Source: an optimization exercise on an open RTL-to-GDS flow (aim: small area and a short achievable clock period). Production flows keep margins and buffers that such runs may drop. No functional check of the RTL was part of any run shown here. Power is estimated from default activity; no workload was simulated.

### flow/config.mk
export PLATFORM = sky130hd
export DESIGN_NAME = sigmoid8_pla
export DESIGN_NICKNAME = sigmoid8_pla
export VERILOG_FILES = /design/flow/design.v
export SDC_FILE = /design/flow/constraint.sdc
export NUM_CORES = 4
export LEC_CHECK = 0
export CAP_MARGIN = 20
export CORE_MARGIN = 2
export CORE_UTILIZATION = 65
export SETUP_SLACK_MARGIN = 3.3
export SLEW_MARGIN = 20
### flow/constraint.sdc
create_clock -name core_clock -period 5.5 [get_ports {clk}]
set_input_delay 1.1000 -clock core_clock [delete_from_list [all_inputs] [get_ports {clk}]]
set_output_delay 1.1000 -clock core_clock [all_outputs]
set_load 0.01 [all_outputs]
### flow/design.v
module sigmoid8_pla #(
    parameter WIDTH = 16,
    parameter SLICES = 8,
    parameter FP = 12
) (
    input wire clk,
    input wire rst,
    input wire signed [WIDTH - 1:0] x,
    output wire [WIDTH - 1:0] y
);
    localparam [64*13-1:0] TTAB = {13'd1181, 13'd1181, 13'd1181, 13'd1181, 13'd313, 13'd314, 13'd546, 13'd546, 13'd177, 13'd177, 13'd180, 13'd177, 13'd97, 13'd97, 13'd97, 13'd97, 13'd8189, 13'd8190, 13'd34, 13'd34, 13'd11, 13'd11, 13'd8191, 13'd11, 13'd0, 13'd0, 13'd0, 13'd0, 13'd0, 13'd0, 13'd0, 13'd0, 13'd4096, 13'd4096, 13'd4096, 13'd4096, 13'd4096, 13'd4096, 13'd4084, 13'd4096, 13'd4060, 13'd4060, 13'd4060, 13'd4060, 13'd4036, 13'd4037, 13'd3999, 13'd3999, 13'd3900, 13'd3900, 13'd3903, 13'd3900, 13'd3518, 13'd3518, 13'd3518, 13'd3518, 13'd3148, 13'd3149, 13'd2915, 13'd2915, 13'd2048, 13'd2048, 13'd2048, 13'd2048};
    reg [15:0] x_reg;
    always @(posedge clk) x_reg <= x;
    wire [9:0] r3lo = {1'b0, x_reg[8:0]} + {1'b0, x_reg[7:0], 1'b0};
    wire [4:0] r3hi = {2'b0, x_reg[11:9]} + {1'b0, x_reg[11:8]};
    reg [11:0] r_reg;
    reg [8:1] r3l_reg;
    reg [13:9] r3h_reg, r3h1_reg;
    reg        r3c_reg;
    reg [4:0]  q_reg;
    reg        z_reg;
    always @(posedge clk) begin
        r_reg   <= x_reg[11:0];
        r3l_reg <= r3lo[8:1];
        r3h_reg <= r3hi;
        r3h1_reg <= r3hi + 1'b1;
        r3c_reg <= r3lo[9];
        q_reg   <= x_reg[15:11];
        z_reg   <= ~|x_reg[10:0];
    end
    wire [13:0] r3 = {r3c_reg ? r3h1_reg : r3h_reg, r3l_reg, r_reg[0]};
    reg s23, s99, s369, s867, sc;
    always @(*) begin
        s23 = 1'b0; s99 = 1'b0; s369 = 1'b0; s867 = 1'b0; sc = 1'b0;
        case (q_reg)
            5'd20, 5'd21, 5'd22, 5'd9, 5'd10, 5'd11: s23 = 1'b1;
            5'd23, 5'd24, 5'd25, 5'd6, 5'd7, 5'd8: begin s99 = 1'b1; sc = 1'b1; end
            5'd26, 5'd27, 5'd28, 5'd3, 5'd4, 5'd5: s369 = 1'b1;
            5'd29, 5'd30, 5'd31, 5'd0, 5'd1, 5'd2: begin s867 = 1'b1; sc = 1'b1; end
            default: ;
        endcase
    end
    wire [12:0] tt = TTAB[{q_reg, z_reg}*13 +: 13];
    wire [11:0] nr = ~r_reg;
    wire [22:0] ta = ({23{s23}}  & {6'd0, r3, 3'd0}) |
                     ({23{s99}}  & {4'd0, r3, 5'd0}) |
                     ({23{s369}} & {2'd0, r3, 7'd0}) |
                     ({23{s867}} & {1'd0, r3, 8'd0}) |
                     {18'd0, s369, 3'b0, s23};
    wire [22:0] tb = ({23{s23}}  & {11'd0, nr}) |
                     ({23{s369}} & {7'd0, nr, 4'd0}) |
                     ({23{s867}} & {4'd0, r3, 5'd0});
    wire [22:0] tc = ({23{sc}} & {9'd0, r3}) |
                     ({23{s369}} & {11'd0, r_reg});
    wire [24:0] s1 = {2'b0, ta ^ tb ^ tc};
    wire [24:0] c1 = {1'b0, (ta & tb) | (ta & tc) | (tb & tc), 1'b0};
    wire [6:0] gl = {1'b0, s1[5:0]} + {1'b0, c1[5:0]};
    wire [6:0] gh = {1'b0, s1[11:6]} + {1'b0, c1[11:6]};
    wire ph = &(s1[11:6] ^ c1[11:6]);
    wire [12:0] u1 = s1[24:12];
    wire [12:0] u2 = c1[24:12];
    wire [12:0] u3 = {tt, {(0){1'b0}}};
    wire [12:0] us = u1 ^ u2 ^ u3;
    wire [12:0] uc = {(u1[11:0] & u2[11:0]) | (u1[11:0] & u3[11:0]) | (u2[11:0] & u3[11:0]), 1'b0};
    reg [12:0] hs_reg;
    reg [12:1] hc_reg;
    reg         gl_reg, gh_reg, ph_reg;
    always @(posedge clk) begin
        hs_reg <= us;
        hc_reg <= uc[12:1];
        gl_reg <= gl[6];
        gh_reg <= gh[6];
        ph_reg <= ph;
    end
    wire lc = gh_reg | (ph_reg & gl_reg);
    wire [12:0] ysum = hs_reg + {hc_reg, 1'b0} + {{(12){1'b0}}, lc};
    reg [12:0] y_reg;
    always @(posedge clk or posedge rst) begin
        if (rst) y_reg <= 13'd0;
        else     y_reg <= ysum[12:0];
    end
    assign y = {3'b000, y_reg};
endmodule
### flow/flow/run.sh
#!/bin/bash
# Own layout flow: the standard ORFS flow (standard.sh, unchanged synthesis),
# with a plain buffer on every port instead of the delay cells buffer_ports
# picks by default, and a clock tree with fewer, smaller buffers.
set -euo pipefail
export BUFFER_PORTS_ARGS="-buffer_cell ${OWN_PORT_BUF:-sky130_fd_sc_hd__buf_2}"
export CTS_ARGS="-sink_clustering_enable -repair_clock_nets -sink_clustering_size ${OWN_CTS_SIZE:-30} -sink_clustering_max_diameter ${OWN_CTS_DIAM:-80} -buf_list ${OWN_CTS_BUF:-sky130_fd_sc_hd__clkbuf_8} -dont_use_dummy_load"
bash standard.sh > standard_flow.log 2>&1
### flow/standard.sh
#!/bin/bash
# synth_recipe.tcl (not shown) runs the flow's synth.tcl, then flattens the netlist and writes it again
# the make line also repeats each setting of config.mk as NAME=value (left out here)
make -C /OpenROAD-flow-scripts/flow DESIGN_CONFIG=/design/flow/config.mk WORK_HOME=/design/flow/orfs CLKGATE_MAP_FILE= SYNTH_SCRIPT=/design/flow/synth_recipe.tcl "${@:-finish}"
==> results of run 1 <==
final cells by class:
type / count / area share
well taps: 102 / 0.0224
inverters: 44 / 0.0301
clock buffers: 9 / 0.0218
repair buffers: 39 / 0.0460
flip-flops and latches: 96 / 0.355
multi-input cells: 377 / 0.525
final timing paths:
path | from | end | slack [ps] | cells past startpoint
setup reg to reg | s369 | gh_reg | 3180 | 9
max in group asynchronous | rst | y_reg[3] | 4390 | 2
hold / removal | x_reg[0] | r_reg[0] | 380 | 0
hold reg to reg | x_reg[0] | r_reg[0] | 380 | 0
min in group asynchronous | rst | y_reg[12] | 760 | 2
setup / recovery | s369 | gh_reg | 3180 | 9
through the flow:
step | utilization | cells | instance area, µm² | hold slack [ps]
6_report | 0.736 | 667 | 5690 | 380
5_1_grt | 0.736 | 667 | 5690 | 395
4_1_cts | 0.715 | 659 | 5520 | 382
3_5_place_dp | 0.693 | 650 | 5350 | 372
3_3_place_gp | 0.693 | 650 | 5350 | 365
2_1_floorplan | - | 544 | 5190 | 329
cells in the final DEF, fill, tap and decap left out, types with 3 or more instances in the layout:
master,instances
a31oi_1,3
a211oi_1,3
a222oi_1,9
nand4_1,4
inv_1,41
fa_1,21
ha_1,48
a21oi_1,28
a22oi_1,16
dfxtp_4,6
mux2_2,5
nor2b_1,6
nand2_1,50
buf_2,30
conb_1,3
dfrtp_1,13
o21ai_1,7
nand2b_1,4
o31ai_1,3
o21ai_0,30
xor2_1,4
clkbuf_8,9
a22o_1,8
a21o_1,9
a21oi_2,4
dfxtp_2,5
and2_1,5
xnor2_1,15
nor2_1,32
nand3_1,13
buf_4,4
and3_1,3
dfxtp_1,72
o21bai_1,4
cells by family after synthesis:
| logic type | Yosys count | share of synthesized area |
|---|---|---|
| flip-flops | 96 | 0.383 |
| XOR/XNOR | 19 | 0.0321 |
| adder cells (fa/ha/maj) | 71 | 0.203 |
| AO/OA/AOI/OAI | 154 | 0.205 |
| buffers and inverters | 71 | 0.0555 |
| other | 1 | 0.000724 |
| AND/OR/NAND/NOR | 124 | 0.107 |
| multiplexers | 6 | 0.0130 |
layer usage:
metal / track usage / routed length, µm
met4: 0.0723 / 119
met5: 0 / 0
met3: 0.0346 / 549
met2: 0.399 / 5010
met1: 0.325 / 4450
what timing repair did:
| action | CTS | global route |
|---|---|---|
| pin swaps | 3 | 9 |
| resized for setup | 20 | 22 |
| setup buffers | 0 | 7 |
| gates cloned | 0 | 1 |
| endpoints found under the setup margin | 11 | 11 |
| hold buffers | 0 | 0 |
where the power goes:
part           internal (W)  switching (W)  total (W)
Combinational      0.000319       0.000378   0.000697
Sequential         0.000829      0.0000867   0.000916
Clock              0.000147       0.000199   0.000346
critical path, delay by kind of cell, from the launching register on:
family          cells  cell delay, ps
compound gates      3             730
fa+ha+maj           2             740
buf+inv             2             220
flops               1             370
simple gates        2             120
==> flow_summary.toml, run 1 <==
[place]
dp_hpwl_mm = 7.43
pre_cts_slack_ps = 2970
gp_congestion = 0.872
port_buffers = 30

[global_route]
grt-ovfl-total = 0
grt_pass1_wl_mm = 16.7
grt_pass1_vias = 3627
grt_max_degree = 31
antenna_found_initial = 0
grt_use_total = 0.239

[timing]
layout_min_cycle_time_ps = 2320
fin_ws_ps = 3180
max_freq_ghz = 0.431
hold_viol_final = 0
finalClockSkew_ps = 30.3
min_period_over_period = 0.422
setup_violations = 0
setup_tns_ps = 0
rsz0062_at_grt = "true"
slew_violations = 0

[synth]
syn_avg_cell_area_um2 = 9.56
ys_top_cells_by_count = "83 x dfxtp_1, 50 x nand2_1, 49 x ha_1"
synthArstFlopShare = 0.135
seq_area_frac_synth = 0.383
synth_edf_count = 0
ys_types = 57
synth_area_leader_cell = "dfxtp_1"
syn_inst = 542
post-synth-top-area-fraction = 0.321
ys_top_cells_by_area = "dfxtp_1 32%, ha_1 12%, fa_1 8.5%"
yosysMostFrequentCell = "dfxtp_1"
syn-cell-area_um2 = 5180
ys.flop_type = "dfxtp_1"
yosysWarnings = 1
ys_ff_latch = 96

[detailed_routing]
dr.pass1.iters = 6
drtIter0Drc = 432
drt-total-wl_mm = 10.1
route.vias.total = 3944
final_antenna_net_count = 0
vias_per_cell = 5.91
wl_per_cell_um = 15.2
drc = 0

[setup_path]
cp-end-kind = "register"
crit_type = "register to register"
crit_arrival_ps = 2540
critPathLaunchType = "register"
slowest_delay_ps = 480
cp_max_fo = 15
crit_chain = "buf_12 -> a222oi_1 -> fa_1 -> inv_1 -> ha_1 -> a21oi_2 -> nor2b_1 -> o21ai_0 -> nand2_1"
cp.required_ps = 5720
critPathSlowestCell = "fa_1"

[die]
num_rows = 32
io_pins = 34
initial_core_util = 0.671
core_area_um2 = 7730
die_h_um = 93.3
die_w_um = 93.3
die_area_um2 = 8700

[clock_tree]
clock-sinks = 96
path_clk_slew_ps = 100
numCtsBuffers = 9
cts-root-buf = "clkbuf_8"
h-tree-depth = 3
cts_tree = "built"
worstSkewPairLatency_ps = 360
clock_path_buffers = 2

[final_layout]
layout.nets = 656
antennaDiodeCount = 0
largest_reg_flops = 16
synthToLayoutAreaGrowth_pct = 9.71
seqCellArea_um2 = 2020
multi_input_area_um2 = 2990
drive_gt1_frac = 0.156
fill_cells = 588

[pwr]
ir_drop_mv = 0.189
fin_total_pwr_w = 0.00196
power_density_nw_per_um2 = 344
p_leak_nw = 2.65

[hold_path]
min_path_type = "register to register"

[job]
maxCapViolations = 0

[status]
status = "no timing/DRC/antenna violations"
==> run 2: changes to the inputs <==
--- a/flow/design.v
+++ b/flow/design.v
@@ -9,26 +9,23 @@
     output wire [WIDTH - 1:0] y
 );
     localparam [64*13-1:0] TTAB = {13'd1181, 13'd1181, 13'd1181, 13'd1181, 13'd313, 13'd314, 13'd546, 13'd546, 13'd177, 13'd177, 13'd180, 13'd177, 13'd97, 13'd97, 13'd97, 13'd97, 13'd8189, 13'd8190, 13'd34, 13'd34, 13'd11, 13'd11, 13'd8191, 13'd11, 13'd0, 13'd0, 13'd0, 13'd0, 13'd0, 13'd0, 13'd0, 13'd0, 13'd4096, 13'd4096, 13'd4096, 13'd4096, 13'd4096, 13'd4096, 13'd4084, 13'd4096, 13'd4060, 13'd4060, 13'd4060, 13'd4060, 13'd4036, 13'd4037, 13'd3999, 13'd3999, 13'd3900, 13'd3900, 13'd3903, 13'd3900, 13'd3518, 13'd3518, 13'd3518, 13'd3518, 13'd3148, 13'd3149, 13'd2915, 13'd2915, 13'd2048, 13'd2048, 13'd2048, 13'd2048};
-    reg [15:0] x_reg;
-    always @(posedge clk) x_reg <= x;
-    wire [9:0] r3lo = {1'b0, x_reg[8:0]} + {1'b0, x_reg[7:0], 1'b0};
-    wire [4:0] r3hi = {2'b0, x_reg[11:9]} + {1'b0, x_reg[11:8]};
+    wire [9:0] r3lo = {1'b0, x[8:0]} + {1'b0, x[7:0], 1'b0};
+    wire [4:0] r3hi = {2'b0, x[11:9]} + {1'b0, x[11:8]};
     reg [11:0] r_reg;
     reg [8:1] r3l_reg;
-    reg [13:9] r3h_reg, r3h1_reg;
+    reg [13:9] r3h_reg;
     reg        r3c_reg;
     reg [4:0]  q_reg;
     reg        z_reg;
     always @(posedge clk) begin
-        r_reg   <= x_reg[11:0];
+        r_reg   <= x[11:0];
         r3l_reg <= r3lo[8:1];
         r3h_reg <= r3hi;
-        r3h1_reg <= r3hi + 1'b1;
         r3c_reg <= r3lo[9];
-        q_reg   <= x_reg[15:11];
-        z_reg   <= ~|x_reg[10:0];
+        q_reg   <= x[15:11];
+        z_reg   <= ~|x[10:0];
     end
-    wire [13:0] r3 = {r3c_reg ? r3h1_reg : r3h_reg, r3l_reg, r_reg[0]};
+    wire [13:0] r3 = {r3h_reg + {{(4){1'b0}}, r3c_reg}, r3l_reg, r_reg[0]};
     reg s23, s99, s369, s867, sc;
     always @(*) begin
         s23 = 1'b0; s99 = 1'b0; s369 = 1'b0; s867 = 1'b0; sc = 1'b0;
@@ -74,10 +71,12 @@
     end
     wire lc = gh_reg | (ph_reg & gl_reg);
     wire [12:0] ysum = hs_reg + {hc_reg, 1'b0} + {{(12){1'b0}}, lc};
+    reg [12:0] f_reg;
+    always @(posedge clk) f_reg <= ysum[12:0];
     reg [12:0] y_reg;
     always @(posedge clk or posedge rst) begin
         if (rst) y_reg <= 13'd0;
-        else     y_reg <= ysum[12:0];
+        else     y_reg <= f_reg;
     end
     assign y = {3'b000, y_reg};
 endmodule
==> flow_summary.toml, run 2 <==
[die]
die_w_um = 91.4
die_area_um2 = 8360
initial_core_util = 0.678
core_area_um2 = 7330
num_rows = 31
die_h_um = 91.4
io_pins = 34

[synth]
yosysWarnings = 1
synth_area_leader_cell = "dfxtp_1"
seq_area_frac_synth = 0.368
syn_avg_cell_area_um2 = 9.34
syn-cell-area_um2 = 4970
ys.flop_type = "dfxtp_1"
ys_ff_latch = 88
synthArstFlopShare = 0.148
synth_edf_count = 0
ys_top_cells_by_area = "dfxtp_1 30%, ha_1 13%, fa_1 8.9%"
yosysMostFrequentCell = "dfxtp_1"
syn_inst = 532
ys_types = 54
ys_top_cells_by_count = "75 x dfxtp_1, 50 x ha_1, 48 x nand2_1"
post-synth-top-area-fraction = 0.302

[detailed_routing]
drtIter0Drc = 373
route.vias.total = 3973
wl_per_cell_um = 15.8
dr.pass1.iters = 10
drc = 0
drt-total-wl_mm = 10.5
final_antenna_net_count = 0
vias_per_cell = 6.01

[setup_path]
crit_type = "register to register"
r2r_cells = 8
cp-end-kind = "register"
crit_arrival_ps = 2470
critPathLaunchType = "register"
cp.required_ps = 5710
cp_max_fo = 4

[clock_tree]
cts-root-buf = "clkbuf_8"
numCtsBuffers = 9
worstSkewPairLatency_ps = 340
cts_tree = "built"
clock_path_buffers = 2
clock-sinks = 88
h-tree-depth = 3
path_clk_slew_ps = 80

[timing]
setup_violations = 0
layout_min_cycle_time_ps = 2260
rsz0062_at_grt = "true"
min_period_over_period = 0.411
max_freq_ghz = 0.443
hold_viol_final = 0
setup_tns_ps = 0
finalClockSkew_ps = 24.3
slew_violations = 0

[place]
dp_hpwl_mm = 7.40
gp_congestion = 0.877
place_area_um2 = 5170
port_buffers = 30
dp_cells = 637

[global_route]
grt_pass1_wl_mm = 17.1
grt-ovfl-total = 0
grt_pass1_vias = 3653
antenna_found_initial = 0
grt_max_degree = 31
grt_use_total = 0.249

[hold_path]
holdPathStages = 0
min_path_type = "register to register"

[pwr]
p_leak_nw = 2.63
combPwrFrac = 0.371
net-switching-power_w = 0.000655
ir_drop_mv = 0.171
fin_total_pwr_w = 0.00193
p_clk_frac = 0.170
seqPwrFrac = 0.459
internal-power_w = 0.00128
power.share.switching = 0.339
power_density_nw_per_um2 = 343

[final_layout]
antennaDiodeCount = 0
multi_input_area_um2 = 3040
fill_cells = 506
fin_cells = 661
layout_common_cells = "64 x dfxtp_1, 48 x nand2_1, 45 x ha_1"
seqCellArea_um2 = 1850
final_util = 0.768
fin_area_um2 = 5630
synthToLayoutAreaGrowth_pct = 13.3
layout.nets = 654
drive_gt1_frac = 0.187
mostFrequentLayoutCell = "dfxtp_1"

[status]
status = "no timing/DRC/antenna violations"

[job]
maxCapViolations = 0
-- run 2: cell count changes in the layout (fill, tap and decap cells not counted), sizes merged, moves of 3 or more --
cell   delta
dfxtp     -8
mux2      -5
nor2      +4
a21oi     +3
buf       +8
-- run 2: layer usage --
metal / vias up / share of wire / track usage
li1: 1917 / - / -
met1: 1850 / 0.42 / 0.334
met2: 175 / 0.50 / 0.411
met3: 31 / 0.064 / 0.0373
met4: 0 / 0.022 / 0.0859
met5: - / 0 / 0
-- run 2: per-stage QoR --
stage	hold slack, ps	setup WS [ps]
global placement	316	2920
finish	330	3240
detailed placement	320	2790
CTS	332	3240
global route	336	3160
floorplan	316	3150
-- run 2: cells by family after synthesis --
| group | Yosys count | synth area share |
|---|---|---|
| AO/OA/AOI/OAI | 155 | 0.213 |
| AND/OR/NAND/NOR | 124 | 0.110 |
| flip-flops | 88 | 0.368 |
| adder cells (fa/ha/maj) | 72 | 0.215 |
| buffers and inverters | 72 | 0.0582 |
| XOR/XNOR | 19 | 0.0335 |
| other | 1 | 0.000755 |
| multiplexers | 1 | 0.00227 |
-- run 2: layout make-up --
cell class / instances / share of cell area
multi-input combinational: 374 / 0.540
sequential: 88 / 0.329
timing repair buffer: 46 / 0.0562
inverter: 45 / 0.0311
clock buffer: 9 / 0.0220
tap: 99 / 0.0220
-- run 2: path summary, 6_finish.rpt --
| path | startpoint | slack (ps) | end |
|---|---|---|---|
| max | r3h_reg[9] | 3240 | hs_reg[6] |
| min | f_reg[5] | 330 | y_reg[5] |
| max reg2reg | r3h_reg[9] | 3240 | hs_reg[6] |
| min reg2reg | f_reg[5] | 330 | y_reg[5] |
| max in group asynchronous | rst | 4410 | y_reg[8] |
| min in group asynchronous | rst | 750 | y_reg[1] |
-- run 2: what timing repair did --
action                                  in CTS  in global routing
buffers inserted                             6                  8
hold buffers                                 0                  0
endpoints found under the setup margin      16                 21
pin swaps                                   12                 18
gates cloned                                 0                  1
resized for setup                           22                 32
-- run 2: power by group through the flow --
stage | clock [W] | sequential (W) | combinational [W]
after floorplan | 0 | 0.000880 | 0.000476
after global placement | 0 | 0.000889 | 0.000626
after detailed placement | 0 | 0.000892 | 0.000650
after CTS | 0.000336 | 0.000881 | 0.000667
after global routing | 0.000358 | 0.000902 | 0.000807
final | 0.000329 | 0.000886 | 0.000717
-- run 2: worst max-delay path, cell delays in order, from the launching register on --
cell	delay [ps]
dfxtp_1	370
ha_4	180
ha_4	180
nand3_4	100
xnor2_4	160
a222oi_1	290
inv_1	90
ha_1	300
fa_1	470
==> run 3: changes to the inputs <==
--- a/flow/config.mk
+++ b/flow/config.mk
@@ -7,6 +7,6 @@
 export LEC_CHECK = 0
 export CAP_MARGIN = 20
 export CORE_MARGIN = 2
-export CORE_UTILIZATION = 65
+export CORE_UTILIZATION = 58
 export SETUP_SLACK_MARGIN = 3.3
 export SLEW_MARGIN = 20
==> flow_summary.toml, run 3 <==
[status]
status = "no timing/DRC/antenna violations"

[clock_tree]
worstSkewPairLatency_ps = 350
clock_path_buffers = 2
numCtsBuffers = 9
cts_tree = "built"
postCtsHoldBufs = 0
h-tree-depth = 3
path_clk_slew_ps = 80
cts-root-buf = "clkbuf_8"
clock-sinks = 88

[setup_path]
critPathLaunchType = "register"
cp_max_fo = 8
critPathSlowestCell = "fa_1"
cp.required_ps = 5750
crit_arrival_ps = 2470
cp-end-kind = "register"
slowest_delay_ps = 490
crit_chain = "buf_4 -> a222oi_1 -> inv_1 -> fa_1 -> ha_1 -> a21oi_2 -> nor2_1 -> nor2_1 -> nand2_1"
crit_type = "register to register"
critical_path.most_common_cell = "nor2_1"

[die]
die_w_um = 96.6
core_area_um2 = 8260
io_pins = 34
die_area_um2 = 9320
initial_core_util = 0.602
die_h_um = 96.6
num_rows = 33

[timing]
setup_violations = 0
hold_viol_final = 0
holdWs_ps = 332
max_freq_ghz = 0.451
layout_min_cycle_time_ps = 2220
slew_violations = 0
setup_tns_ps = 0
finalClockSkew_ps = 21.7
rsz0062_at_grt = "true"
min_period_over_period = 0.404

[synth]
synth-compound-area-share = 0.213
synthArstFlopShare = 0.148
synth-adder-area-share = 0.215
syn-cell-area_um2 = 4970
seq_area_frac_synth = 0.368
synth_area_leader_cell = "dfxtp_1"
ys_top_cells_by_area = "dfxtp_1 30%, ha_1 13%, fa_1 8.9%"
synth_xor_area_frac = 0.0335
synth_top_family_by_area = "adder cells"
yosysWarnings = 1
yosysMostFrequentCell = "dfxtp_1"
synth_edf_count = 0
ys.flop_type = "dfxtp_1"
ys_top_cells_by_count = "75 x dfxtp_1, 50 x ha_1, 48 x nand2_1"
syn_inst = 532
ys_types = 54
synth_mux_area_frac = 0.00227
syn_avg_cell_area_um2 = 9.34
synth-simple-area-share = 0.110
post-synth-top-area-fraction = 0.302
ys_ff_latch = 88

[final_layout]
drive_gt1_frac = 0.207
antennaDiodeCount = 0
layout_common_cells = "63 x dfxtp_1, 46 x nand2_1, 42 x ha_1"
mostFrequentLayoutCell = "dfxtp_1"
synthToLayoutAreaGrowth_pct = 14.8
layout.nets = 656
fin_area_um2 = 5700

[detailed_routing]
drc = 0
route.vias.total = 3934
dr.pass1.iters = 6
wl_per_cell_um = 15.9
drtIter0Drc = 415
drt-total-wl_mm = 10.6
vias_per_cell = 5.88
final_antenna_net_count = 0

[global_route]
grt_max_degree = 31
grt_use_total = 0.229
grt_pass1_wl_mm = 16.4
antenna_found_initial = 0
grt-ovfl-total = 0
grt_pass1_vias = 3437

[pwr]
combPwrFrac = 0.378
internal-power_w = 0.00129
ir_drop_mv = 0.140
power.share.switching = 0.343
p_leak_nw = 2.63
net-switching-power_w = 0.000673
p_clk_frac = 0.169
power_density_nw_per_um2 = 344
seqPwrFrac = 0.453

[place]
dp_hpwl_mm = 7.67
gp_congestion = 0.883
port_buffers = 30
place_area_um2 = 5170

[job]
maxCapViolations = 0

[hold_path]
min_path_type = "register to register"
==> run 3: cell count changes in the layout (fill, tap and decap cells not counted), moves of 2 or more <==
cell and delta:
a21oi_2 +2, buf_6 +2, ha_4 +3, a21oi_1 -2, nand2_1 -2, ha_1 -3, o21ai_1 +3, o21ai_0 -3
a211oi_2 +2, nand2_2 +2, o221ai_2 +2, o221ai_1 -2
==> run 3: final timing paths <==
| path | slack [ps] | from | cells after the start | endpoint |
|---|---|---|---|---|
| min reg2reg | 330 | f_reg[4] | 0 | y_reg[4] |
| max reg2reg | 3280 | s23 | 9 | gh_reg |
| min in group asynchronous | 740 | rst | 2 | y_reg[12] |
| min | 330 | f_reg[4] | 0 | y_reg[4] |
| max | 3280 | s23 | 9 | gh_reg |
| max in group asynchronous | 4420 | rst | 2 | y_reg[8] |
==> run 3: cell families (layout without fill, tap and decap cells) <==
logic type                 after synthesis  in the layout
AOI/OAI and AO/OA                      155            155
xor gates and xnor gates                19             19
adders and majority gates               72             72
buffers and inverters                   72            102
DFF                                     88             88
muxes                                    1              1
other                                    1              3
and+or+nand+nor                        124            124
==> run 3: metal layers <==
layer / wire length [µm] / share of wire / up-vias / GRT usage
met5: 0 / 0 / - / 0
met4: 193 / 0.018 / 0 / 0.0845
met3: 612 / 0.058 / 23 / 0.0326
met2: 5100 / 0.48 / 171 / 0.376
met1: 4740 / 0.45 / 1824 / 0.308
li1: - / - / 1916 / -
==> run 3: area by class of cell <==
class,instances,area (µm²)
multi-input cells,374,3100
fillers,685,2550
inverters,45,175
flip-flops and latches,88,1850
repair buffers,48,322
well taps,105,131
clock buffers,9,124
==> run 3: critical path: cells and delay by family, from the launching register on <==
kind                     cells  cell delay (ps)
AO/OA/AOI/OAI                2              490
buffers and inverters        2              280
AND/OR/NAND/NOR              3              190
flip-flops                   1              370
adder cells (fa/ha/maj)      2              810
==> run 3: what timing repair did <==
item / in CTS / in global routing
resized for setup: 25 / 47
setup buffers: 4 / 13
gates cloned: 0 / 0
pin swaps: 11 / 31
endpoints found under the setup margin: 15 / 17
==> run 3: power groups by stage <==
stage                     Sequential (W)  Clock [W]  Combinational, W
after detailed placement        0.000897          0          0.000658
after CTS                       0.000889   0.000337          0.000684
after floorplan                 0.000880          0          0.000476
final                           0.000889   0.000332          0.000743
after global routing            0.000906   0.000362          0.000829
after global placement          0.000891          0          0.000635
==> run 3: per-stage QoR <==
step	worst slack [ps]	util	std cells	power, W
2_1_floorplan	3150	-	534	0.00136
3_3_place_gp	2920	0.627	643	0.00153
3_5_place_dp	2860	0.627	643	0.00155
4_1_cts	3260	0.655	656	0.00191
5_1_grt	3170	0.691	669	0.00210
6_report	3280	0.691	669	0.00196
==> run 4: changes to the inputs <==
--- a/flow/design.v
+++ b/flow/design.v
@@ -9,23 +9,23 @@
     output wire [WIDTH - 1:0] y
 );
     localparam [64*13-1:0] TTAB = {13'd1181, 13'd1181, 13'd1181, 13'd1181, 13'd313, 13'd314, 13'd546, 13'd546, 13'd177, 13'd177, 13'd180, 13'd177, 13'd97, 13'd97, 13'd97, 13'd97, 13'd8189, 13'd8190, 13'd34, 13'd34, 13'd11, 13'd11, 13'd8191, 13'd11, 13'd0, 13'd0, 13'd0, 13'd0, 13'd0, 13'd0, 13'd0, 13'd0, 13'd4096, 13'd4096, 13'd4096, 13'd4096, 13'd4096, 13'd4096, 13'd4084, 13'd4096, 13'd4060, 13'd4060, 13'd4060, 13'd4060, 13'd4036, 13'd4037, 13'd3999, 13'd3999, 13'd3900, 13'd3900, 13'd3903, 13'd3900, 13'd3518, 13'd3518, 13'd3518, 13'd3518, 13'd3148, 13'd3149, 13'd2915, 13'd2915, 13'd2048, 13'd2048, 13'd2048, 13'd2048};
-    wire [9:0] r3lo = {1'b0, x[8:0]} + {1'b0, x[7:0], 1'b0};
-    wire [4:0] r3hi = {2'b0, x[11:9]} + {1'b0, x[11:8]};
+    wire [7:0] r3lo = {1'b0, x[6:0]} + {1'b0, x[5:0], 1'b0};
+    wire [6:0] r3hi = {2'b0, x[11:7]} + {1'b0, x[11:6]};
     reg [11:0] r_reg;
-    reg [8:1] r3l_reg;
-    reg [13:9] r3h_reg;
+    reg [6:1] r3l_reg;
+    reg [13:7] r3h_reg;
     reg        r3c_reg;
     reg [4:0]  q_reg;
     reg        z_reg;
     always @(posedge clk) begin
         r_reg   <= x[11:0];
-        r3l_reg <= r3lo[8:1];
+        r3l_reg <= r3lo[6:1];
         r3h_reg <= r3hi;
-        r3c_reg <= r3lo[9];
+        r3c_reg <= r3lo[7];
         q_reg   <= x[15:11];
         z_reg   <= ~|x[10:0];
     end
-    wire [13:0] r3 = {r3h_reg + {{(4){1'b0}}, r3c_reg}, r3l_reg, r_reg[0]};
+    wire [13:0] r3 = {r3h_reg + {{(6){1'b0}}, r3c_reg}, r3l_reg, r_reg[0]};
     reg s23, s99, s369, s867, sc;
     always @(*) begin
         s23 = 1'b0; s99 = 1'b0; s369 = 1'b0; s867 = 1'b0; sc = 1'b0;
--- a/flow/config.mk
+++ b/flow/config.mk
@@ -7,6 +7,6 @@
 export LEC_CHECK = 0
 export CAP_MARGIN = 20
 export CORE_MARGIN = 2
-export CORE_UTILIZATION = 58
+export CORE_UTILIZATION = 65
 export SETUP_SLACK_MARGIN = 3.3
 export SLEW_MARGIN = 20
==> flow_summary.toml, run 4 <==
[setup_path]
slowest_delay_ps = 410
path_delay_family = "adder cells"
r2r_setup_slack_ps = 3140
regToRegEndpoint = "hs_reg[6]"
cp-end-kind = "register"
crit_chain = "ha_4 -> ha_4 -> nand3_2 -> xnor2_4 -> a222oi_1 -> inv_1 -> ha_4 -> fa_1"
cp_num_buf_inv = 1
crit_type = "register to register"
cp.required_ps = 5710
r2r_start = "r3h_reg[7]"
r2r_cells = 8
critPathLaunchType = "register"
critPathSlowestCell = "a222oi_1"
crit_arrival_ps = 2570
cp_max_fo = 4
critical_path.most_common_cell = "ha_4"

[synth]
syn_inst = 543
ys_ff_latch = 88
post-synth-top-area-fraction = 0.298
ys_top_cells_by_count = "75 x dfxtp_1, 50 x ha_1, 45 x inv_1"
synthArstFlopShare = 0.148
seq_area_frac_synth = 0.362
yosysWarnings = 1
ys.flop_type = "dfxtp_1"
syn_avg_cell_area_um2 = 9.29
synth_area_leader_cell = "dfxtp_1"
ys_top_cells_by_area = "dfxtp_1 30%, ha_1 12%, fa_1 8.7%"
ys_types = 52
syn-cell-area_um2 = 5040
yosysMostFrequentCell = "dfxtp_1"
synth_edf_count = 0

[final_layout]
layout_common_cells = "60 x dfxtp_1, 44 x nand2_1, 41 x inv_1, 41 x ha_1, 36 x o21ai_0"
fin_area_um2 = 5760
mostFrequentLayoutCell = "dfxtp_1"
multi_input_area_um2 = 3160
antennaDiodeCount = 0
synthToLayoutAreaGrowth_pct = 14.2
fin_cells = 675
drive_gt1_frac = 0.197
fill_cells = 537
seqCellArea_um2 = 1860
layout.nets = 665

[timing]
layout_min_cycle_time_ps = 2360
finalClockSkew_ps = 23.1
slew_violations = 0
hold_viol_final = 0
setup_violations = 0
setup_tns_ps = 0
min_period_over_period = 0.429
max_freq_ghz = 0.423
rsz0062_at_grt = "true"

[global_route]
grt-ovfl-total = 0
grt_pass1_vias = 3806
grt_use_total = 0.252
grt_pass1_wl_mm = 17.2
grt_max_degree = 30
antenna_found_initial = 0

[clock_tree]
clock_path_buffers = 2
cts-root-buf = "clkbuf_8"
worstSkewPairLatency_ps = 350
path_clk_slew_ps = 80
clock-sinks = 88
numCtsBuffers = 9
h-tree-depth = 3
cts_tree = "built"
postCtsHoldBufs = 0

[hold_path]
worstHoldEndpoint = "y_reg[5]"
min_path_type = "register to register"
holdPathStages = 0
hold_start = "f_reg[5]"

[pwr]
net-switching-power_w = 0.000678
p_leak_nw = 2.65
p_clk_frac = 0.167
seqPwrFrac = 0.454
power.share.switching = 0.343
ir_drop_mv = 0.148
power_density_nw_per_um2 = 343
combPwrFrac = 0.379
internal-power_w = 0.00130

[die]
io_pins = 34
num_rows = 32
core_area_um2 = 7610
die_w_um = 92.1
initial_core_util = 0.663
die_h_um = 92.1
die_area_um2 = 8480

[detailed_routing]
final_antenna_net_count = 0
route.vias.total = 4083
drc = 0
wl_per_cell_um = 15.7
dr.pass1.iters = 6
drtIter0Drc = 352
drt-total-wl_mm = 10.6
vias_per_cell = 6.05

[place]
place_area_um2 = 5280
dp_hpwl_mm = 7.33
gp_congestion = 0.890
port_buffers = 30
dp_cells = 645

[status]
status = "no timing/DRC/antenna violations"

[job]
maxCapViolations = 0
run 4: cell types whose count changed in the layout (fill, tap and decap cells not counted), sizes merged, moves of 3 or more:
cell / change
a222oi: +3
o21ai: +3
nor3: +3
and3: -3
a21o: +3
a21oi: -4
nor2: -3
nor2b: +3
nand2: -4
run 4: area by class of cell:
type | count | share of cell area
multi-input cells | 380 | 0.549
flip-flops and latches | 88 | 0.323
repair buffers | 51 | 0.0537
inverters | 45 | 0.0306
well taps | 102 | 0.0222
clock buffers | 9 | 0.0215
run 4: layer usage:
layer  global-route usage  vias up  share of wire
li1                     -     1964              -
met3               0.0403       29          0.065
met2                0.434      195           0.51
met5                    0        -              0
met1                0.319     1895           0.40
met4               0.0970        0          0.020
run 4: power groups by stage:
| stage | Clock (W) | Combinational, W | Sequential, W |
|---|---|---|---|
| finish | 0.000330 | 0.000749 | 0.000896 |
| global route | 0.000363 | 0.000835 | 0.000917 |
| CTS | 0.000338 | 0.000696 | 0.000897 |
| detailed placement | 0 | 0.000654 | 0.000906 |
| global placement | 0 | 0.000636 | 0.000899 |
| floorplan | 0 | 0.000489 | 0.000886 |
run 4: worst max path at each step:
stage | depth (start not counted) | slack, ps | from | end
2_1_floorplan | 11 | 3240 | r3c_reg | gh_reg
3_3_place_gp | 8 | 2800 | s369 | gh_reg
3_5_place_dp | 8 | 2670 | s369 | gh_reg
4_1_cts | 11 | 3160 | r3c_reg | gh_reg
5_1_grt | 8 | 3060 | r3h_reg[7] | hs_reg[6]
6_report | 8 | 3140 | r3h_reg[7] | hs_reg[6]
run 4: stage by stage:
step	worst slack (ps)	hold WS (ps)	util	power, W
after floorplan	3240	316	-	0.00137
after global placement	2800	317	0.694	0.00154
after detailed placement	2670	321	0.694	0.00156
after CTS	3160	321	0.732	0.00193
after global routing	3060	336	0.757	0.00211
final	3140	323	0.757	0.00197
run 4: timing repair:
| item | CTS | global route |
|---|---|---|
| setup buffers | 7 | 14 |
| pin swaps | 14 | 18 |
| setup endpoints to repair | 20 | 21 |
| gates resized for setup | 27 | 20 |
run 4: cells by family (layout without fill, tap and decap cells):
logic type               count (synthesis)  in the layout  share of synthesized area
XOR/XNOR                                20             20                     0.0347
multiplexers                             1              1                    0.00223
AND/OR/NAND/NOR                        128            128                      0.117
AO/OA/AOI/OAI                          156            156                      0.211
adder cells (fa/ha/maj)                 72             72                      0.211
other                                    1              3                   0.000743
flip-flops                              88             88                      0.362
buffers and inverters                   77            105                     0.0608
==> run 5: changes to the inputs <==
==> flow/design.v (replaced) <==
module sigmoid8_pla #(
    parameter WIDTH = 16,
    parameter SLICES = 8,
    parameter FP = 12
) (
    input wire clk,
    input wire rst,
    input wire signed [WIDTH - 1:0] x,
    output wire [WIDTH - 1:0] y
);
    localparam [64*13-1:0] TTAB = {13'd1181, 13'd1181, 13'd1181, 13'd1181, 13'd313, 13'd314, 13'd546, 13'd546, 13'd177, 13'd177, 13'd180, 13'd177, 13'd97, 13'd97, 13'd97, 13'd97, 13'd8189, 13'd8190, 13'd34, 13'd34, 13'd11, 13'd11, 13'd8191, 13'd11, 13'd0, 13'd0, 13'd0, 13'd0, 13'd0, 13'd0, 13'd0, 13'd0, 13'd4096, 13'd4096, 13'd4096, 13'd4096, 13'd4096, 13'd4096, 13'd4084, 13'd4096, 13'd4060, 13'd4060, 13'd4060, 13'd4060, 13'd4036, 13'd4037, 13'd3999, 13'd3999, 13'd3900, 13'd3900, 13'd3903, 13'd3900, 13'd3518, 13'd3518, 13'd3518, 13'd3518, 13'd3148, 13'd3149, 13'd2915, 13'd2915, 13'd2048, 13'd2048, 13'd2048, 13'd2048};
    reg [15:0] x_reg;
    always @(posedge clk) x_reg <= x;
    wire [9:0] r3lo = {1'b0, x_reg[8:0]} + {1'b0, x_reg[7:0], 1'b0};
    wire [4:0] r3hi = {2'b0, x_reg[11:9]} + {1'b0, x_reg[11:8]};
    reg [11:0] r_reg;
    reg [8:1] r3l_reg;
    reg [13:9] r3h_reg;
    reg        r3c_reg;
    reg [4:0]  q_reg;
    reg        z_reg;
    always @(posedge clk) begin
        r_reg   <= x_reg[11:0];
        r3l_reg <= r3lo[8:1];
        r3h_reg <= r3hi;
        r3c_reg <= r3lo[9];
        q_reg   <= x_reg[15:11];
        z_reg   <= ~|x_reg[10:0];
    end
    wire [13:0] r3 = {r3h_reg + {{(4){1'b0}}, r3c_reg}, r3l_reg, r_reg[0]};
    reg s23, s99, s369, s867, sc;
    always @(*) begin
        s23 = 1'b0; s99 = 1'b0; s369 = 1'b0; s867 = 1'b0; sc = 1'b0;
        case (q_reg)
            5'd20, 5'd21, 5'd22, 5'd9, 5'd10, 5'd11: s23 = 1'b1;
            5'd23, 5'd24, 5'd25, 5'd6, 5'd7, 5'd8: begin s99 = 1'b1; sc = 1'b1; end
            5'd26, 5'd27, 5'd28, 5'd3, 5'd4, 5'd5: s369 = 1'b1;
            5'd29, 5'd30, 5'd31, 5'd0, 5'd1, 5'd2: begin s867 = 1'b1; sc = 1'b1; end
            default: ;
        endcase
    end
    wire [12:0] tt = TTAB[{q_reg, z_reg}*13 +: 13];
    wire [11:0] nr = ~r_reg;
    wire [22:0] ta = ({23{s23}}  & {6'd0, r3, 3'd0}) |
                     ({23{s99}}  & {4'd0, r3, 5'd0}) |
                     ({23{s369}} & {2'd0, r3, 7'd0}) |
                     ({23{s867}} & {1'd0, r3, 8'd0}) |
                     {18'd0, s369, 3'b0, s23};
    wire [22:0] tb = ({23{s23}}  & {11'd0, nr}) |
                     ({23{s369}} & {7'd0, nr, 4'd0}) |
                     ({23{s867}} & {4'd0, r3, 5'd0});
    wire [22:0] tc = ({23{sc}} & {9'd0, r3}) |
                     ({23{s369}} & {11'd0, r_reg});
    wire [24:0] s1 = {2'b0, ta ^ tb ^ tc};
    wire [24:0] c1 = {1'b0, (ta & tb) | (ta & tc) | (tb & tc), 1'b0};
    wire [10:0] lo = {1'b0, s1[9:0]} + {1'b0, c1[9:0]};
    wire [14:0] u1 = s1[24:10];
    wire [14:0] u2 = c1[24:10];
    wire [14:0] u3 = {tt, {(2){1'b0}}};
    wire [14:0] us = u1 ^ u2 ^ u3;
    wire [14:0] uc = {(u1[13:0] & u2[13:0]) | (u1[13:0] & u3[13:0]) | (u2[13:0] & u3[13:0]), 1'b0};
    reg [14:0] hs_reg;
    reg [14:1] hc_reg;
    reg         lc_reg;
    always @(posedge clk) begin
        hs_reg <= us;
        hc_reg <= uc[14:1];
        lc_reg <= lo[10];
    end
    wire [14:0] ysum = hs_reg + {hc_reg, 1'b0} + {{(14){1'b0}}, lc_reg};
    reg [12:0] y_reg;
    always @(posedge clk or posedge rst) begin
        if (rst) y_reg <= 13'd0;
        else     y_reg <= ysum[14:2];
    end
    assign y = {3'b000, y_reg};
endmodule
==> flow_summary.toml, run 5 <==
[status]
status = "no timing/DRC/antenna violations"

[synth]
ys_types = 61
syn_inst = 566
synth_top_family_by_area = "adder cells"
seq_area_frac_synth = 0.369
synth-simple-area-share = 0.131
synthArstFlopShare = 0.140
syn_avg_cell_area_um2 = 9.23
ys_top_cells_by_area = "dfxtp_1 31%, ha_1 12%, fa_1 8.0%"
ys_top_cells_by_count = "80 x dfxtp_1, 60 x nand2_1, 51 x ha_1"
yosysWarnings = 1
synth_area_leader_cell = "dfxtp_1"
ys_ff_latch = 93
yosysMostFrequentCell = "dfxtp_1"
synth-compound-area-share = 0.204
ys.flop_type = "dfxtp_1"
syn-cell-area_um2 = 5230
post-synth-top-area-fraction = 0.307
synth_xor_area_frac = 0.0285
synth_mux_area_frac = 0.00599
synth-adder-area-share = 0.205
synth_edf_count = 0

[final_layout]
layout_common_cells = "67 x dfxtp_1, 59 x nand2_1, 47 x ha_1"
drive_gt1_frac = 0.155
seqCellArea_um2 = 1960
fill_cells = 570
largest_reg_flops = 16
fin_cells = 690
synthToLayoutAreaGrowth_pct = 10.1
mostFrequentLayoutCell = "dfxtp_1"
multi_input_area_um2 = 3120
antennaDiodeCount = 0
final_util = 0.741
layout.nets = 680

[pwr]
internal-power_w = 0.00128
p_leak_nw = 2.67
ir_drop_mv = 0.164
net-switching-power_w = 0.000667
power_density_nw_per_um2 = 338
p_clk_frac = 0.173
seqPwrFrac = 0.465
combPwrFrac = 0.362
power.share.switching = 0.343

[timing]
setup_tns_ps = 0
max_freq_ghz = 0.442
hold_viol_final = 0
setup_violations = 0
slew_headroom = 0.632
rsz0062_at_grt = "true"
tightest_slew_ps = 547
min_period_over_period = 0.412
finalClockSkew_ps = 26.2
layout_min_cycle_time_ps = 2260
slew_violations = 0
holdWs_ps = 382

[place]
dp_cells = 668
dp_hpwl_mm = 7.80
gp_congestion = 0.893
port_buffers = 30

[detailed_routing]
drt-total-wl_mm = 10.8
dr.pass1.iters = 6
drtIter0Drc = 517
final_antenna_net_count = 0
drc = 0
wl_per_cell_um = 15.6
vias_per_cell = 6.01
route.vias.total = 4145

[clock_tree]
numCtsBuffers = 9
clock-sinks = 93
cts-root-buf = "clkbuf_8"
h-tree-depth = 3
postCtsHoldBufs = 0
cts_tree = "built"
path_clk_slew_ps = 90
worstSkewPairLatency_ps = 350
clock_path_buffers = 2

[global_route]
grt_use_total = 0.252
grt-ovfl-total = 0
antenna_found_initial = 0
grt_pass1_wl_mm = 17.6
grt_pass1_vias = 3861
grt_max_degree = 37

[setup_path]
critPathSlowestCell = "fa_1"
crit_type = "register to register"
crit_arrival_ps = 2480
cp_max_fo = 20
cp_num_buf_inv = 1
cp.required_ps = 5720
slowest_delay_ps = 560
critPathLaunchType = "register"
path_delay_family = "adder cells"
cp-end-kind = "register"
crit_chain = "nand2_1 -> and3_1 -> fa_1 -> inv_1 -> ha_1 -> or3_1 -> o21ai_0 -> a21oi_1"

[hold_path]
min_path_type = "register to register"

[die]
die_w_um = 93.7
io_pins = 34
die_area_um2 = 8770
core_area_um2 = 7770
initial_core_util = 0.673
die_h_um = 93.7
num_rows = 32

[job]
maxCapViolations = 0
==> run 5: cell types whose count changed after synthesis, moves of 3 or more <==
cell	delta
xnor2_1	-3
nand2_1	+16
inv_1	-4
and3_1	+4
dfxtp_1	+5
a21o_1	-5
a222oi_1	-4
a21boi_0	+3
o21ai_0	-3
a311oi_1	+3
==> run 5: area by class of cell <==
cell class              count  area share
multi-input cells         401       0.543
flip-flops and latches     93       0.340
repair buffers             43      0.0452
inverters                  42      0.0276
well taps                 102      0.0222
clock buffers               9      0.0215
==> run 5: timing repair <==
item | 4_1_cts | 5_1_grt
setup buffers | 9 | 4
gates resized for setup | 19 | 19
endpoints found under the setup margin | 16 | 11
pin swaps | 4 | 12
==> run 5: path summary, 6_finish.rpt <==
check	from	to	slack (ps)	cells past startpoint
max in group asynchronous	rst	y_reg[5]	4390	2
min in group asynchronous	rst	y_reg[9]	760	2
max reg2reg	s867	lc_reg	3240	8
min reg2reg	x_reg[0]	r_reg[0]	380	0
max	s867	lc_reg	3240	8
min	x_reg[0]	r_reg[0]	380	0
==> run 5: power groups by stage <==
stage	clock network [W]	logic (W)	registers [W]
after global routing	0.000374	0.000791	0.000923
after detailed placement	0	0.000655	0.000917
after CTS	0.000350	0.000677	0.000901
after global placement	0	0.000634	0.000913
final	0.000336	0.000704	0.000905
after floorplan	0	0.000499	0.000894
==> run 5: kinds of logic (layout without fill, tap and decap cells) <==
group                      Yosys count  in the layout
adders and majority gates           73             73
xor gates and xnor gates            17             17
muxes                                3              3
other                                1              3
buffers and inverters               74             94
DFF                                 93             93
AOI/OAI and AO/OA                  155            155
and+or+nand+nor                    150            150
==> run 5: metrics by stage <==
stage / setup slack (ps) / power [W] / cell area (µm²)
final: 3240 / 0.00194 / 5750
after global routing: 3140 / 0.00209 / 5750
after CTS: 3260 / 0.00193 / 5640
after detailed placement: 2620 / 0.00157 / 5380
after global placement: 2670 / 0.00155 / 5380
after floorplan: 3280 / 0.00139 / 5270
==> run 5: worst reg2reg max path, delay by kind of cell, from the launching register on <==
kind	cells	cell delay, ps
fa+ha+maj	2	750
simple gates	3	690
flops	1	480
compound gates	2	160
buf+inv	1	50
==> run 5: layer usage <==
layer	track usage	vias up	wire length [µm]
li1	-	2024	-
met1	0.329	1924	4680
met2	0.426	180	5340
met3	0.0361	17	565
met4	0.0906	0	162
met5	0	-	0
==> run 6: changes to the inputs <==
--- a/flow/design.v
+++ b/flow/design.v
@@ -28,14 +28,14 @@
         z_reg   <= ~|x_reg[10:0];
     end
     wire [13:0] r3 = {r3h_reg + {{(4){1'b0}}, r3c_reg}, r3l_reg, r_reg[0]};
-    reg s23, s99, s369, s867, sc;
+    reg s23, s99, s369, s867;
     always @(*) begin
-        s23 = 1'b0; s99 = 1'b0; s369 = 1'b0; s867 = 1'b0; sc = 1'b0;
+        s23 = 1'b0; s99 = 1'b0; s369 = 1'b0; s867 = 1'b0;
         case (q_reg)
             5'd20, 5'd21, 5'd22, 5'd9, 5'd10, 5'd11: s23 = 1'b1;
-            5'd23, 5'd24, 5'd25, 5'd6, 5'd7, 5'd8: begin s99 = 1'b1; sc = 1'b1; end
+            5'd23, 5'd24, 5'd25, 5'd6, 5'd7, 5'd8: s99 = 1'b1;
             5'd26, 5'd27, 5'd28, 5'd3, 5'd4, 5'd5: s369 = 1'b1;
-            5'd29, 5'd30, 5'd31, 5'd0, 5'd1, 5'd2: begin s867 = 1'b1; sc = 1'b1; end
+            5'd29, 5'd30, 5'd31, 5'd0, 5'd1, 5'd2: s867 = 1'b1;
             default: ;
         endcase
     end
@@ -49,29 +49,28 @@
     wire [22:0] tb = ({23{s23}}  & {11'd0, nr}) |
                      ({23{s369}} & {7'd0, nr, 4'd0}) |
                      ({23{s867}} & {4'd0, r3, 5'd0});
-    wire [22:0] tc = ({23{sc}} & {9'd0, r3}) |
+    wire [22:0] tc = ({23{s99 | s867}} & {9'd0, r3}) |
                      ({23{s369}} & {11'd0, r_reg});
     wire [24:0] s1 = {2'b0, ta ^ tb ^ tc};
     wire [24:0] c1 = {1'b0, (ta & tb) | (ta & tc) | (tb & tc), 1'b0};
-    wire [10:0] lo = {1'b0, s1[9:0]} + {1'b0, c1[9:0]};
-    wire [14:0] u1 = s1[24:10];
-    wire [14:0] u2 = c1[24:10];
-    wire [14:0] u3 = {tt, {(2){1'b0}}};
-    wire [14:0] us = u1 ^ u2 ^ u3;
-    wire [14:0] uc = {(u1[13:0] & u2[13:0]) | (u1[13:0] & u3[13:0]) | (u2[13:0] & u3[13:0]), 1'b0};
-    reg [14:0] hs_reg;
-    reg [14:1] hc_reg;
+    wire [8:0] lo = {1'b0, s1[7:0]} + {1'b0, c1[7:0]};
+    wire [12:0] u1 = s1[24:12];
+    wire [12:0] u2 = c1[24:12];
+    wire [12:0] us = u1 ^ u2 ^ tt;
+    wire [12:0] uc = {(u1[11:0] & u2[11:0]) | (u1[11:0] & tt[11:0]) | (u2[11:0] & tt[11:0]), 1'b0};
+    reg [16:0] hs_reg;
+    reg [16:0] hc_reg;
     reg         lc_reg;
     always @(posedge clk) begin
-        hs_reg <= us;
-        hc_reg <= uc[14:1];
-        lc_reg <= lo[10];
+        hs_reg <= {us, s1[11:8]};
+        hc_reg <= {uc, c1[11:8]};
+        lc_reg <= lo[8];
     end
-    wire [14:0] ysum = hs_reg + {hc_reg, 1'b0} + {{(14){1'b0}}, lc_reg};
+    wire [16:0] ysum = hs_reg + hc_reg + {{(16){1'b0}}, lc_reg};
     reg [12:0] y_reg;
     always @(posedge clk or posedge rst) begin
         if (rst) y_reg <= 13'd0;
-        else     y_reg <= ysum[14:2];
+        else     y_reg <= ysum[16:4];
     end
     assign y = {3'b000, y_reg};
 endmodule
==> flow_summary.toml, run 6 <==
[pwr]
p_clk_frac = 0.183
power.share.switching = 0.337
seqPwrFrac = 0.480
combPwrFrac = 0.337
power_density_nw_per_um2 = 335
p_leak_nw = 2.68
internal-power_w = 0.00128
net-switching-power_w = 0.000651
ir_drop_mv = 0.194

[global_route]
grt_pass1_wl_mm = 16.5
grt_pass1_vias = 3568
grt_use_total = 0.245
grt_max_degree = 32
grt-ovfl-total = 0
antenna_found_initial = 0

[setup_path]
cp_max_fo = 5
crit_type = "register to register"
regToRegEndpoint = "hs_reg[5]"
cp-startpoint = "r3h_reg[9]"
crit_arrival_ps = 2420
cp-end-kind = "register"
r2r_setup_slack_ps = 3300
critPathLaunchType = "register"
cp-endpoint = "hs_reg[5]"
cp.required_ps = 5710
r2r_start = "r3h_reg[9]"
r2r_cells = 7

[timing]
setup_tns_ps = 0
setup_violations = 0
layout_min_cycle_time_ps = 2200
hold_viol_final = 0
min_period_over_period = 0.401
slew_violations = 0
finalClockSkew_ps = 23.3
rsz0062_at_grt = "true"
max_freq_ghz = 0.454
fin_ws_ps = 3300

[final_layout]
layout.nets = 661
final_util = 0.754
largest_reg_flops = 17
synthToLayoutAreaGrowth_pct = 13.1
drive_gt1_frac = 0.180
mostFrequentLayoutCell = "dfxtp_1"
antennaDiodeCount = 0
layout_common_cells = "71 x dfxtp_1, 45 x ha_1, 39 x nand2_1"

[detailed_routing]
drc = 0
dr.pass1.iters = 8
drtIter0Drc = 469
drt-total-wl_mm = 10.9
route.vias.total = 4094
vias_per_cell = 6.08
wl_per_cell_um = 16.2
final_antenna_net_count = 0

[die]
core_area_um2 = 7650
die_w_um = 92.6
die_h_um = 92.6
io_pins = 34
initial_core_util = 0.667
die_area_um2 = 8570
num_rows = 32

[synth]
post-synth-top-area-fraction = 0.326
synth-compound-area-share = 0.209
synth_area_leader_cell = "dfxtp_1"
yosysWarnings = 1
ys_ff_latch = 96
syn-cell-area_um2 = 5100
synth_xor_area_frac = 0.0361
yosysMostFrequentCell = "dfxtp_1"
synth_edf_count = 0
synthArstFlopShare = 0.135
synth_mux_area_frac = 0.00221
syn_inst = 530
synth-simple-area-share = 0.105
syn_avg_cell_area_um2 = 9.62
seq_area_frac_synth = 0.390
ys_types = 60
ys.flop_type = "dfxtp_1"
synth_top_family_by_area = "compound AO/OA/AOI/OAI gates"
synth-adder-area-share = 0.203
ys_top_cells_by_area = "dfxtp_1 33%, ha_1 12%, fa_1 8.2%"
ys_top_cells_by_count = "83 x dfxtp_1, 49 x ha_1, 40 x inv_1, 40 x nand2_1, 34 x a21oi_1"

[clock_tree]
clock_path_buffers = 2
cts_tree = "built"
cts-root-buf = "clkbuf_8"
path_clk_slew_ps = 90
worstSkewPairLatency_ps = 350
numCtsBuffers = 9
h-tree-depth = 3
clock-sinks = 96

[place]
port_buffers = 30
pre_cts_slack_ps = 2550
gp_congestion = 0.952
dp_hpwl_mm = 7.61

[job]
maxCapViolations = 0

[status]
status = "no timing/DRC/antenna violations"

[hold_path]
min_path_type = "register to register"
==> run 6: cell types whose count changed in the layout (fill, tap and decap cells not counted), sizes merged, moves of 5 or more <==
cell | previous run | this run
buf | 43 | 56
nor2b | 6 | 1
nand2 | 60 | 40
a211oi | 1 | 8
o22ai | 4 | 10
==> run 6: metrics by stage <==
step	total power, W	hold WS, ps	instances	area [µm²]
2_1_floorplan	0.00137	329	532	5140
3_3_place_gp	0.00150	374	635	5270
3_5_place_dp	0.00153	385	635	5270
6_report	0.00193	394	673	5760
5_1_grt	0.00205	410	673	5760
4_1_cts	0.00189	396	646	5460
==> run 6: cell type report <==
cell class / count / area, µm²
Tap cell: 102 / 128
Timing Repair inverter: 1 / 5.00
Fill cell: 563 / 1880
Multi-Input combinational cell: 368 / 2980
Sequential cell: 96 / 2020
Timing Repair Buffer: 57 / 353
Inverter: 40 / 158
Clock buffer: 9 / 124
==> run 6: worst max-delay path, cell delays in order, from the launching register on <==
cell     delay, ps
dfxtp_2        340
ha_4           170
ha_4           300
a22oi_1         70
and3_1         170
fa_1           530
inv_1           50
fa_1           430
==> run 6: worst min-delay path by stage <==
stage / to / start / depth (start not counted)
6_report: r_reg[0] / x_reg[0] / 0
3_3_place_gp: r_reg[0] / x_reg[0] / 0
3_5_place_dp: r_reg[9] / x_reg[9] / 0
5_1_grt: r_reg[0] / x_reg[0] / 0
4_1_cts: r_reg[9] / x_reg[9] / 0
2_1_floorplan: q_reg[2] / x_reg[13] / 0
==> run 6: what timing repair did <==
action / 4_1_cts / 5_1_grt
setup buffers: 2 / 25
gates cloned: 0 / 2
hold buffers: 0 / 0
setup endpoints to repair: 18 / 14
resized for setup: 15 / 21
pin swaps: 5 / 11
==> run 6: power groups by stage <==
stage	clock network, W	registers (W)	logic, W
2_1_floorplan	0	0.000924	0.000448
6_report	0.000354	0.000928	0.000651
4_1_cts	0.000360	0.000927	0.000603
3_3_place_gp	0	0.000934	0.000568
3_5_place_dp	0	0.000940	0.000590
5_1_grt	0.000380	0.000943	0.000730
==> run 6: kinds of logic (layout without fill, tap and decap cells) <==
family,after synthesis,after routing
adders and majority gates,70,70
other,1,3
and+or+nand+nor,117,118
muxes,1,1
buffers and inverters,69,107
DFF,96,96
xor gates and xnor gates,21,21
AOI/OAI and AO/OA,155,155
==> run 6: routing by layer <==
| layer | up-vias | routed length [µm] | global-route usage |
|---|---|---|---|
| li1 | 1965 | - | - |
| met4 | 0 | 198 | 0.0796 |
| met1 | 1909 | 4680 | 0.326 |
| met5 | - | 0 | 0 |
| met3 | 22 | 808 | 0.0391 |
| met2 | 198 | 5220 | 0.409 |
==> run 7: changes to the inputs <==
--- a/flow/config.mk
+++ b/flow/config.mk
@@ -7,6 +7,6 @@
 export LEC_CHECK = 0
 export CAP_MARGIN = 20
 export CORE_MARGIN = 2
-export CORE_UTILIZATION = 65
+export CORE_UTILIZATION = 58
 export SETUP_SLACK_MARGIN = 3.3
 export SLEW_MARGIN = 20
==> flow_summary.toml, run 7 <==
[status]
status = "no timing/DRC/antenna violations"

[synth]
ys_types = 60
synth_xor_area_frac = 0.0361
synth_edf_count = 0
ys.flop_type = "dfxtp_1"
ys_ff_latch = 96
post-synth-top-area-fraction = 0.326
syn-cell-area_um2 = 5100
synth-adder-area-share = 0.203
seq_area_frac_synth = 0.390
syn_inst = 530
synth_mux_area_frac = 0.00221
synth-compound-area-share = 0.209
yosysMostFrequentCell = "dfxtp_1"
ys_top_cells_by_area = "dfxtp_1 33%, ha_1 12%, fa_1 8.2%"
synthArstFlopShare = 0.135
yosysWarnings = 1
ys_top_cells_by_count = "83 x dfxtp_1, 49 x ha_1, 40 x inv_1, 40 x nand2_1, 34 x a21oi_1"
synth_top_family_by_area = "compound AO/OA/AOI/OAI gates"
synth-simple-area-share = 0.105
synth_area_leader_cell = "dfxtp_1"
syn_avg_cell_area_um2 = 9.62

[timing]
setup_tns_ps = 0
hold_viol_final = 0
finalClockSkew_ps = 30.7
rsz0062_at_grt = "true"
layout_min_cycle_time_ps = 2210
tightest_slew_ps = 485
fin_ws_ps = 3290
min_period_over_period = 0.402
slew_headroom = 0.669
setup_violations = 0
slew_violations = 0
max_freq_ghz = 0.452

[final_layout]
largest_reg_flops = 17
synthToLayoutAreaGrowth_pct = 13.0
drive_gt1_frac = 0.181
fill_cells = 712
antennaDiodeCount = 0
seqCellArea_um2 = 2020
multi_input_area_um2 = 2980
layout.nets = 658
layout_common_cells = "72 x dfxtp_1, 44 x ha_1, 39 x nand2_1"
mostFrequentLayoutCell = "dfxtp_1"

[detailed_routing]
dr.pass1.iters = 6
final_antenna_net_count = 0
vias_per_cell = 5.81
drtIter0Drc = 383
drc = 0
drt-total-wl_mm = 10.2
wl_per_cell_um = 15.2
route.vias.total = 3929

[setup_path]
r2r_cells = 7
crit_arrival_ps = 2440
slowest_delay_ps = 430
crit_chain = "or2_4 -> a22o_1 -> fa_1 -> ha_1 -> o211a_1 -> a221oi_2 -> o21ai_1"
crit_type = "register to register"
r2r_start = "s867"
regToRegEndpoint = "lc_reg"
cp_num_buf_inv = 0
cp.required_ps = 5730
critPathSlowestCell = "fa_1"
path_delay_family = "compound AO/OA/AOI/OAI gates"
critPathLaunchType = "register"
cp_max_fo = 8
cp-end-kind = "register"
r2r_setup_slack_ps = 3290

[pwr]
power_density_nw_per_um2 = 331
p_leak_nw = 2.67
ir_drop_mv = 0.168

[hold_path]
holdPathStages = 0
hold_start = "x_reg[6]"
worstHoldEndpoint = "r_reg[6]"
min_path_type = "register to register"

[place]
gp_congestion = 0.884
dp_hpwl_mm = 7.45
port_buffers = 30
pre_cts_slack_ps = 2590

[global_route]
grt_pass1_wl_mm = 16.4
grt_use_total = 0.208
antenna_found_initial = 0
grt_max_degree = 32
grt_pass1_vias = 3544
grt-ovfl-total = 0

[die]
io_pins = 34
core_area_um2 = 8640
die_area_um2 = 9550
die_h_um = 97.7
initial_core_util = 0.590
die_w_um = 97.7
num_rows = 34

[clock_tree]
numCtsBuffers = 9
postCtsHoldBufs = 0
clock_path_buffers = 2
path_clk_slew_ps = 90
h-tree-depth = 3
cts-root-buf = "clkbuf_8"
worstSkewPairLatency_ps = 350
clock-sinks = 96
cts_tree = "built"

[job]
maxCapViolations = 0
==> run 7: cell counts after synthesis <==
No cell type changed its count.
==> run 7: per-layer routing <==
layer / global-route usage / routed length (µm) / part of all wire / vias to the layer above
met2: 0.333 / 4710 / 0.46 / 128
met3: 0.0344 / 527 / 0.051 / 20
met4: 0.0545 / 127 / 0.012 / 0
li1: - / - / - / 1947
met1: 0.296 / 4880 / 0.48 / 1834
met5: 0 / 0 / 0 / -
==> run 7: report_power, final <==
group	total [W]	leakage, nW	switching, W	internal [W]
clock network	0.000339	0.0647	0.000192	0.000147
logic	0.000646	1.75	0.000347	0.000299
registers	0.000922	0.857	0.0000875	0.000835
==> run 7: per-stage QoR <==
step | cell area [µm²] | cells | utilization | hold WS (ps) | total power, W
finish | 5760 | 676 | 0.667 | 387 | 0.00191
global placement | 5280 | 641 | 0.611 | 375 | 0.00151
global route | 5760 | 676 | 0.667 | 408 | 0.00204
floorplan | 5140 | 532 | - | 329 | 0.00137
CTS | 5470 | 651 | 0.634 | 383 | 0.00188
detailed placement | 5280 | 641 | 0.611 | 388 | 0.00153
==> run 7: timing repair <==
item,CTS,global route
pin swaps,4,12
buffers inserted,1,25
resized for setup,15,20
cloned,0,0
setup endpoints to repair,17,13
==> run 7: worst register-to-register path, delay by kind of cell (launching register included) <==
kind / cells / cell delay [ps]
adder cells (fa/ha/maj): 2 / 720
AO/OA/AOI/OAI: 4 / 770
flip-flops: 1 / 360
AND/OR/NAND/NOR: 1 / 290
==> run 7: cells by family (layout without fill, tap and decap cells) <==
logic type / after synthesis / count (layout)
buf+inv: 69 / 105
mux: 1 / 1
flops: 96 / 96
simple gates: 117 / 117
other cells: 1 / 3
compound gates: 155 / 155
fa+ha+maj: 70 / 70
xor+xnor: 21 / 21
==> run 7: worst max path at each step <==
stage	startpoint	to	slack, ps	cells past startpoint
5_1_grt	s99	lc_reg	3240	7
3_5_place_dp	s369	lc_reg	2590	7
2_1_floorplan	s99	lc_reg	3150	9
3_3_place_gp	s369	lc_reg	2670	7
6_report	s867	lc_reg	3290	7
4_1_cts	s99	lc_reg	3080	7
==> run 7: cell type report <==
cell class | count | share of cell area
Timing Repair Buffer | 56 | 0.0610
Multi-Input combinational cell | 367 | 0.517
Clock buffer | 9 | 0.0215
Sequential cell | 96 | 0.350
Tap cell | 108 | 0.0235
Inverter | 40 | 0.0274

[port drivers added, routing unchanged]
How much do the figures lean on ideal ports? The routed layouts below were timed once more, with nothing changed but the port constraints. Step 1 sets driving cells, clkbuf_16 on the clock port and buf_2 on the other inputs (assumed; they add their load-dependent delay and slew). Step 2 moves the port delays by t, midway between the first and last clock arrival at a register: inputs arrive t later, outputs are due t later. That takes back most of the time a late clock gives input paths. Three values: no drivers, after step 1, after step 2; two values: the first two.
| run | t, ns | setup WS [ns] | hold slack, ns | slew at the worst register clock pin (ns) |
|---|---|---|---|---|
| run 1 | 0.369 | 3.178 / 3.178 / 3.178 | 0.380 / 0.380 / 0.380 | 0.10 / 0.10 |
| run 2 | 0.362 | 3.241 / 3.241 / 2.898 | 0.330 / 0.330 / 0.330 | 0.09 / 0.09 |
| run 3 | 0.372 | 3.280 / 3.277 / 2.905 | 0.332 / 0.332 / 0.332 | 0.08 / 0.08 |
| run 4 | 0.368 | 3.138 / 3.138 / 3.074 | 0.323 / 0.323 / 0.323 | 0.08 / 0.08 |
| run 5 | 0.366 | 3.236 / 3.236 / 3.236 | 0.382 / 0.382 / 0.382 | 0.09 / 0.09 |
| run 6 | 0.381 | 3.297 / 3.297 / 3.297 | 0.394 / 0.394 / 0.394 | 0.09 / 0.09 |
| run 7 | 0.362 | 3.288 / 3.288 / 3.288 | 0.387 / 0.387 / 0.387 | 0.09 / 0.09 |
After both steps setup and hold are still met in every run listed. For run 3, which loses most, drivers alone change the setup slack by -0.003 ns; drivers and shift together by -0.375 ns.
